From an optimization exercise on the open Yosys and OpenROAD flow, aimed at small area and a short achievable clock period; shortcuts taken in it are not production practice. Where RTL was checked, it was by simulation tests only, not by an equivalence proof against the original. Power figures rest on the tool's default switching activity, not on a simulated workload.

==> inputs of run a <==
## npu
module npu (
    input               clk,
    input               reset,
    input               cov,
    input  [23:0]       data,
    input  [23:0]       wt,
    output logic [71:0] mmu_out,
    output logic [15:0] conv_out,
    output logic        conv_fin
);
    logic fin, rk2;
    wire  rk = ~fin;                        
    wire  kill = reset | rk | rk2;          
    always_ff @(posedge clk) begin
        fin <= ~reset;
        rk2 <= rk;
    end
    assign conv_fin = fin;
    logic [7:0]  rD0;              
    logic [9:0]  r3D0;             
    logic [8:0]  T;                
    logic [10:0] T3;               
    logic [9:0]  S0, S1, S2;       
    logic [11:0] U0, U1, U2;       
    logic [23:0] rW, rW1;          
    wire  [7:0]  D0 = data[7:0], D1 = data[15:8], D2 = data[23:16];
    always_ff @(posedge clk) begin
        rD0  <= D0;
        r3D0 <= D0 + {D0, 1'b0};
        T    <= reset ? 9'd0  : (rk ? 8'd0 : rD0)  + D1;
        T3   <= reset ? 11'd0 : (rk ? 10'd0 : r3D0) + D1 + {D1, 1'b0};
        S0   <= T + D2;
        U0   <= T3 + D2 + {D2, 1'b0};
        S1   <= S0;  S2 <= S1;
        U1   <= U0;  U2 <= U1;
        rW   <= wt;
        rW1  <= rW;
    end
    wire e1_n = rW1[2];
    wire e1_a = rW1[1] ^ rW1[2];
    wire e1_b = rW1[0] ^ rW1[2];
  ...
export LEC_CHECK = 0
export CAP_MARGIN = 20
export CORE_MARGIN = 2
export CORE_UTILIZATION = 40
export PLACE_DENSITY = 0.6
export SETUP_SLACK_MARGIN = 2.2
export SLEW_MARGIN = 20
create_clock -name core_clock -period 5.5 [get_ports {clk}]
run.sh (not shown) runs the stock make flow with config.mk's settings and CLKGATE_MAP_FILE= SYNTH_SCRIPT=/design/flow/synth_recipe.tcl, a recipe that flattens the netlist after the stock synthesis.
==> run b: changes against run a <==
--- a/flow/config.mk
+++ b/flow/config.mk
@@ -9,5 +9,6 @@
 export CORE_MARGIN = 2
-export CORE_UTILIZATION = 40
-export PLACE_DENSITY = 0.6
-export SETUP_SLACK_MARGIN = 2.2
+export CORE_UTILIZATION = 60
+export PLACE_DENSITY = 0.75
+export SETUP_SLACK_MARGIN = 3.0
 export SLEW_MARGIN = 20
+export TNS_END_PERCENT = 5
==> results.txt <==
Run b completed with no timing, DRC or antenna violations. Run a went through all stages and came out clean.
Synthesized cell count is the same in run a and run b.
Of run b and run a, run b has the higher combinational power (gap about 6%, measured against run a).
In run b the critical path depth is lower than in run a, by 7.
Against run a, the register-to-register slack of run b is higher by 140 ps.
In sequential power, run b and run a hardly differ.
In run a the power is smaller than in run b, by 0.84%.

========
==> inputs of job 2129 <==
Another version of the RTL of npu (not shown whole).
clock: 5.5 ns
lec_check: 0
cap_margin: 20
core_margin: 2
core_utilization: 40
place_density: 0.6
slew_margin: 20
==> job 8749: changes against job 2129 <==
ABC_CLOCK_PERIOD_IN_PS = 3500   (was default)
SETUP_SLACK_MARGIN = 2.0   (was default)
==> job 854: changes against job 2129 <==
ABC_CLOCK_PERIOD_IN_PS = 3000   (was default)
SETUP_SLACK_MARGIN = 2.5   (was default)
==> notes <==
- Synthesized cell count is the same in job 2129 and job 854.
- Clock skew: job 8749 > job 2129 > job 854.
- Cell area, highest first: job 854, job 8749, job 2129.
- Count of clock-buffer cells in the layout is the same in job 854 and job 2129.
No functional check of the RTL was part of any run of this note.

========
==> delta <==
Another version of the RTL of npu (not shown whole).
==> flow/config.mk <==
export PLATFORM = sky130hd
export DESIGN_NAME = npu
export DESIGN_NICKNAME = npu
export VERILOG_FILES = /design/flow/design.v
export SDC_FILE = /design/flow/constraint.sdc
export NUM_CORES = 4
export LEC_CHECK = 0
export CAP_MARGIN = 20
export CORE_MARGIN = 2
export CORE_UTILIZATION = 40
export CTS_CLUSTER_DIAMETER = 100
export CTS_CLUSTER_SIZE = 20
export PLACE_DENSITY = 0.6
export SETUP_SLACK_MARGIN = 3.0
export SLEW_MARGIN = 20
export TNS_END_PERCENT = 5
==> flow/constraint.sdc <==
create_clock -name core_clock -period 5.5 [get_ports {clk}]
set_input_delay 1.1000 -clock core_clock [delete_from_list [all_inputs] [get_ports {clk}]]
set_output_delay 1.1000 -clock core_clock [all_outputs]
set_load 0.01 [all_outputs]
standard.sh (not shown) runs the stock make flow with config.mk's settings and CLKGATE_MAP_FILE= SYNTH_SCRIPT=/design/flow/synth_recipe.tcl, a recipe that flattens the netlist after the stock synthesis.
==> flow/flow/run.sh <==
#!/bin/bash
# Own flow: the standard layout (standard.sh, all steps, standard synthesis),
# with one change: the port buffers that global placement inserts on every input
# and output are buf_2 cells instead of the resizer's default pick (a 0.5 ns delay
# buffer). The whole make output goes to standard.log in this folder; ORFS keeps
# each step's own log under orfs/logs/.
set -euo pipefail
export BUFFER_PORTS_ARGS="-buffer_cell sky130_fd_sc_hd__buf_2"
bash standard.sh > standard.log 2>&1
==> pepper: changes against delta <==
==> flow/run.sh (new file) <==
#!/bin/bash
# synth_recipe.tcl (not shown) runs the flow's synth.tcl, then flattens the netlist and writes it again
# the make line also repeats each setting of config.mk as NAME=value (left out here)
make -C /OpenROAD-flow-scripts/flow DESIGN_CONFIG=/design/flow/config.mk WORK_HOME=/design/flow/orfs CLKGATE_MAP_FILE= SYNTH_SCRIPT=/design/flow/synth_recipe.tcl finish
--- a/flow/config.mk
+++ b/flow/config.mk
@@ -10,4 +10,2 @@
 export CORE_UTILIZATION = 40
-export CTS_CLUSTER_DIAMETER = 100
-export CTS_CLUSTER_SIZE = 20
 export PLACE_DENSITY = 0.6
removed: flow/flow/run.sh
removed: flow/standard.sh
==> comparison table <==
quantity	delta	pepper
Min Tclk post-route	3.16 ns	3.21 ns
Share of cell area taken by multi-input logic gates	49.8%	46.9%
Area of the multi-input gates	0.0193 mm2	0.0195 mm2
Clk cell area share	3.00%	6.52%
Fin util	45.5%	48.9%
Final Routed Wirelength	80400 um	83500 um
Setup clock skew after layout	0.0343 ns	0.0409 ns
Comb power frac	27.9%	25.0%
Switching component of the power	4.32 mW	4.84 mW
Layout clock buffers	56	98
Outcome	finished clean	finished clean
Wire length of the first global-routing pass	126000 um	130000 um
Share of post-route cells with drive strength above 1	15.3%	17.1%
No run of this note included a check of the RTL's function; only the layout flow was run.

-- static timing again, ports no longer ideal --
No port has a modelled driver above. Below, the same layouts with a new extraction and two added sets of constraints. Step 1 (the two cells are an assumption about what drives the block):
set clk [get_ports {clk}]
set_driving_cell -lib_cell sky130_fd_sc_hd__clkbuf_16 $clk
set_driving_cell -lib_cell sky130_fd_sc_hd__buf_2 [delete_from_list [all_inputs] $clk]
Step 2 also shifts input and output timing later by t, the mid clock arrival at the registers, as if the neighbouring blocks saw the same clock. a / b / c = ideal / step 1 / step 2; a / b = the first two.
run | shift t [ns] | slack for setup (ns) | worst slew at a driven data input, ns | pins driven straight from the clock port
run a | 0.671 | 2.253 / 2.253 / 1.659 | 0.09 | 1
run b | 0.669 | 2.390 / 2.390 / 1.866 | 0.18 | 1
job 2129 | 0.684 | 0.309 / 0.309 / 0.309 | 0.08 | 1
job 8749 | 0.678 | 0.662 / 0.662 / 0.662 | 0.08 | 1
job 854 | 0.675 | 0.644 / 0.644 / 0.644 | 0.08 | 1
delta | 0.642 | 2.339 / 2.339 / 1.829 | 0.23 | 1
pepper | 0.682 | 2.289 / 2.289 / 1.797 | 0.15 | 1
After both steps every run listed still meets setup and hold. The setup slack of run a, which loses most, moves by 0.000 ns with the drivers and by -0.594 ns with both steps.
